What follows belongs to an exercise in optimizing a design on an open flow for small area and a short achievable clock period; a production flow would make more cautious choices. In this exercise RTL edits were held to simulation tests only and were not proved equivalent to the original. Power and IR drop assume default switching activity.

==> flow/design.v (excerpt) <==
module cpu(clk, rst, display, f, imem_addr, imem_data, dmem_addr, dmem_we, dmem_wdata, dmem_rdata);
	input clk, rst;
	input [3:0] display;
	output [31:0] f;
	output [5:0] imem_addr;
	input [31:0] imem_data;
	output [5:0] dmem_addr;
	output dmem_we;
	output [31:0] dmem_wdata;
	input [31:0] dmem_rdata;
	reg [31:0] PC;
	reg [1023:0] rf;
	reg [31:0] valid;
	wire [31:0] I = imem_data;
	wire [5:0] opcode = I[31:26];
	wire [4:0] rs = I[25:21];
	wire [4:0] rt = I[20:16];
	wire [4:0] rd = I[15:11];
	wire [5:0] func = I[5:0];
	wire [15:0] imm = I[15:0];
	wire op_r    = opcode == 6'b000000;
	wire op_j    = opcode == 6'b000010;
	wire op_jal  = opcode == 6'b000011;
	wire op_addi = opcode == 6'b001000;
	wire op_andi = opcode == 6'b001100;
	wire op_xori = opcode == 6'b001110;
	wire op_sltiu= opcode == 6'b001011;
	wire op_lw   = opcode == 6'b100011;
	wire op_sw   = opcode == 6'b101011;
	wire op_beq  = opcode == 6'b000100;
	wire op_bne  = opcode == 6'b000101;
	wire f_sub  = op_r & (func == 6'b100010);
	wire f_and  = op_r & (func == 6'b100100);
	wire f_or   = op_r & (func == 6'b100101);
	wire f_xor  = op_r & (func == 6'b100110);
	wire f_nor  = op_r & (func == 6'b100111);
	wire f_sltu = op_r & (func == 6'b101011);
	wire f_sllv = op_r & (func == 6'b000100);
	wire f_jr   = op_r & (func == 6'b001000);
	wire use_imm = op_addi | op_andi | op_xori | op_sltiu | op_lw | op_sw;
	wire sext    = op_addi | op_lw | op_sw;
	wire alu_and = f_and | op_andi;
	wire alu_or  = f_or;
	wire alu_xor = f_xor | op_xori;
	wire alu_nor = f_nor;
	wire alu_slt = f_sltu | op_sltiu;
	wire alu_sll = f_sllv;
	wire alu_sub = f_sub | op_beq | op_bne;
	wire alu_log = alu_and | alu_or | alu_xor | alu_nor;
	wire alu_ari = ~(alu_log | alu_slt | alu_sll);
	wire do_sub  = alu_sub | alu_slt;
	wire write_reg = ~(f_jr | op_j | op_sw | op_beq | op_bne);
  ...
Settings: LEC_CHECK=0, CAP_MARGIN=20, CORE_MARGIN=2, CORE_UTILIZATION=55, CTS_BUF_LIST=sky130_fd_sc_hd__clkbuf_8, CTS_CLUSTER_DIAMETER=50, CTS_CLUSTER_SIZE=16, PLACE_DENSITY=0.65, SETUP_SLACK_MARGIN=2.0, SLEW_MARGIN=20, SYNTH_HIERARCHICAL=1; clock period 12.0 ns.
standard.sh (not shown) runs the stock make flow with config.mk's settings and CLKGATE_MAP_FILE= SYNTH_SCRIPT=/design/flow/synth_recipe.tcl, a recipe that flattens the netlist after the stock synthesis.
==> flow/flow/run.sh <==
#!/bin/bash
# Layout flow: the standard ORFS flow (standard.sh: standard synthesis, floorplan, place,
# CTS, route, finish), unchanged except that buffer_ports buffers the ports with plain
# buffers (sky130 buf_1, which the resizer may size up later) instead of the delay buffers
# (clkdlybuf4s50_1) it picks on its own. Every port still gets its buffer.
# make's output goes to standard_flow.log; ORFS keeps each step's full log under orfs/logs/.
set -euo pipefail
export BUFFER_PORTS_ARGS="-buffer_cell sky130_fd_sc_hd__buf_1"
bash standard.sh finish > standard_flow.log 2>&1
Next try:
--- a/flow/design.v
+++ b/flow/design.v
@@ -737,50 +737,51 @@
 	g_xnor2 us22(.a(p0_22), .b(g5_21), .y(s[22]));
 	g_xnor2 us23(.a(p0_23), .b(g5_22), .y(s[23]));
 	g_xnor2 us24(.a(p0_24), .b(g5_23), .y(s[24]));
 	g_xnor2 us25(.a(p0_25), .b(g5_24), .y(s[25]));
 	g_xnor2 us26(.a(p0_26), .b(g5_25), .y(s[26]));
 	g_xnor2 us27(.a(p0_27), .b(g5_26), .y(s[27]));
 	g_xnor2 us28(.a(p0_28), .b(g5_27), .y(s[28]));
 	g_xnor2 us29(.a(p0_29), .b(g5_28), .y(s[29]));
 	g_xnor2 us30(.a(p0_30), .b(g5_29), .y(s[30]));
 	g_xnor2 us31(.a(p0_31), .b(g5_30), .y(s[31]));
 	assign coutn = g5_31;
 endmodule
-module shl32(input [31:0] bn, input [4:0] s, input [4:0] sn, output [31:0] y);
+module shl32(input [31:0] bn, input [4:0] s, output [31:0] y);
 	wire [31:0] l0, l1, l2, l3;
+	wire [4:0] sn = ~s;
 	genvar i;
 	generate for (i = 0; i < 32; i = i + 1) begin : st
 		if (i >= 1) begin : a0
-			g_mux2i m(.a0(bn[i-1]), .a1(bn[i]), .s(sn[0]), .y(l0[i]));
+			g_mux2i m(.a0(bn[i]), .a1(bn[i-1]), .s(s[0]), .y(l0[i]));
 		end else begin : z0
 			g_nor2 m(.a(bn[i]), .b(s[0]), .y(l0[i]));
 		end
 		if (i >= 2) begin : a1
-			g_mux2i m(.a0(l0[i-2]), .a1(l0[i]), .s(sn[1]), .y(l1[i]));
+			g_mux2i m(.a0(l0[i]), .a1(l0[i-2]), .s(s[1]), .y(l1[i]));
 		end else begin : z1
 			g_nand2 m(.a(l0[i]), .b(sn[1]), .y(l1[i]));
 		end
 		if (i >= 4) begin : a2
-			g_mux2i m(.a0(l1[i-4]), .a1(l1[i]), .s(sn[2]), .y(l2[i]));
+			g_mux2i m(.a0(l1[i]), .a1(l1[i-4]), .s(s[2]), .y(l2[i]));
 		end else begin : z2
 			g_nor2 m(.a(l1[i]), .b(s[2]), .y(l2[i]));
 		end
 		if (i >= 8) begin : a3
-			g_mux2i m(.a0(l2[i-8]), .a1(l2[i]), .s(sn[3]), .y(l3[i]));
+			g_mux2i m(.a0(l2[i]), .a1(l2[i-8]), .s(s[3]), .y(l3[i]));
 		end else begin : z3
 			g_nand2 m(.a(l2[i]), .b(sn[3]), .y(l3[i]));
 		end
 		if (i >= 16) begin : a4
-			g_mux2i m(.a0(l3[i-16]), .a1(l3[i]), .s(sn[4]), .y(y[i]));
+			g_mux2i m(.a0(l3[i]), .a1(l3[i-16]), .s(s[4]), .y(y[i]));
 		end else begin : z4
 			g_nor2 m(.a(l3[i]), .b(s[4]), .y(y[i]));
 		end
 	end endgenerate
 endmodule
 module cpu(clk, rst, display, f, imem_addr, imem_data, dmem_addr, dmem_we, dmem_wdata, dmem_rdata);
 	input clk, rst;
 	input [3:0] display;
 	output [31:0] f;
 	output [5:0] imem_addr;
 	input [31:0] imem_data;
 	output [5:0] dmem_addr;
@@ -851,25 +852,25 @@
 	wire s_badd = ~use_imm & ~do_sub;
 	wire s_bsub = ~use_imm & do_sub;
 	wire [31:0] Bxn;
 	generate for (gb = 0; gb < 32; gb = gb + 1) begin : bx
 		g_a222oi u(.a1(s_bimm), .a2(immx[gb]), .b1(s_badd), .b2(RB[gb]), .c1(s_bsub), .c2(RBn[gb]), .y(Bxn[gb]));
 	end endgenerate
 	wire [31:0] Bx = ~Bxn;
 	wire [31:0] S, g, p;
 	wire coutn;
 	ksadd adder(.an(An), .bn(Bxn), .cin(do_sub), .s(S), .coutn(coutn), .g(g), .p(p));
 	wire lt = coutn;
 	wire [31:0] shl_raw;
-	shl32 shifter(.bn(Bxn), .s(A[4:0]), .sn(An[4:0]), .y(shl_raw));
+	shl32 shifter(.bn(Bxn), .s(A[4:0]), .y(shl_raw));
 	wire big = |A[31:5];
 	wire [31:0] shl = big ? 32'b0 : shl_raw;
 	wire [31:0] AorB = g | p;
 	wire [31:0] L = ({32{alu_and}} & g)
 	              | ({32{alu_or}}  & AorB)
 	              | ({32{alu_xor}} & p)
 	              | ({32{alu_nor}} & ~AorB);
 	wire [31:0] F = ({32{alu_ari}} & S)
 	              | ({32{alu_slt}} & {31'b0, lt})
 	              | ({32{alu_sll}} & shl)
 	              | L;
 	wire z_add = ~|(p ^ {AorB[30:0], 1'b0});
Non-clock buffer count decreases by 12.
Final cell count hardly moves.
Clock power came out higher by about 7%.
Clock-buffer cell count goes up by 3.
Core utilization barely changes.
Maximum frequency rose by 1.1%.
First-iteration DRC count fell by 2.9%.
Area after synthesis stays flat.
Setup slack improved by 110 ps.
Sequential share of layout area barely changes.
Design area stays flat.
Power rose by 1.1%.
Flip-flop and latch count is unchanged.
Via count barely changes.

==> port drivers added, routing unchanged <==
The results above use ideal ports. As a check the final layouts listed here were re-extracted and re-timed, cells and wires unchanged. Step 1 assumes that a clkbuf_16 drives the clock port and a buf_2 every other input. Step 2, shift: input delay + t, output delay - t, t = (earliest + latest rising clock arrival at the registers) / 2. This alone moves slack from input paths to output paths. Three values: no drivers, after step 1, after step 2; two values: the first two.
run | shift t [ns] | slack for setup (ns) | hold slack, ns | latest minus earliest clock arrival (ns)
the first run | 0.891 | 1.782 / 1.561 / 1.561 | 0.484 / 0.484 / 0.484 | 0.111 / 0.111
the second run | 0.889 | 1.894 / 1.792 / 1.792 | 0.495 / 0.495 / 0.495 | 0.070 / 0.070
After both steps every run listed still meets setup and hold. The setup slack of the first run, which loses most, moves by -0.221 ns with the drivers and by -0.221 ns with both steps.
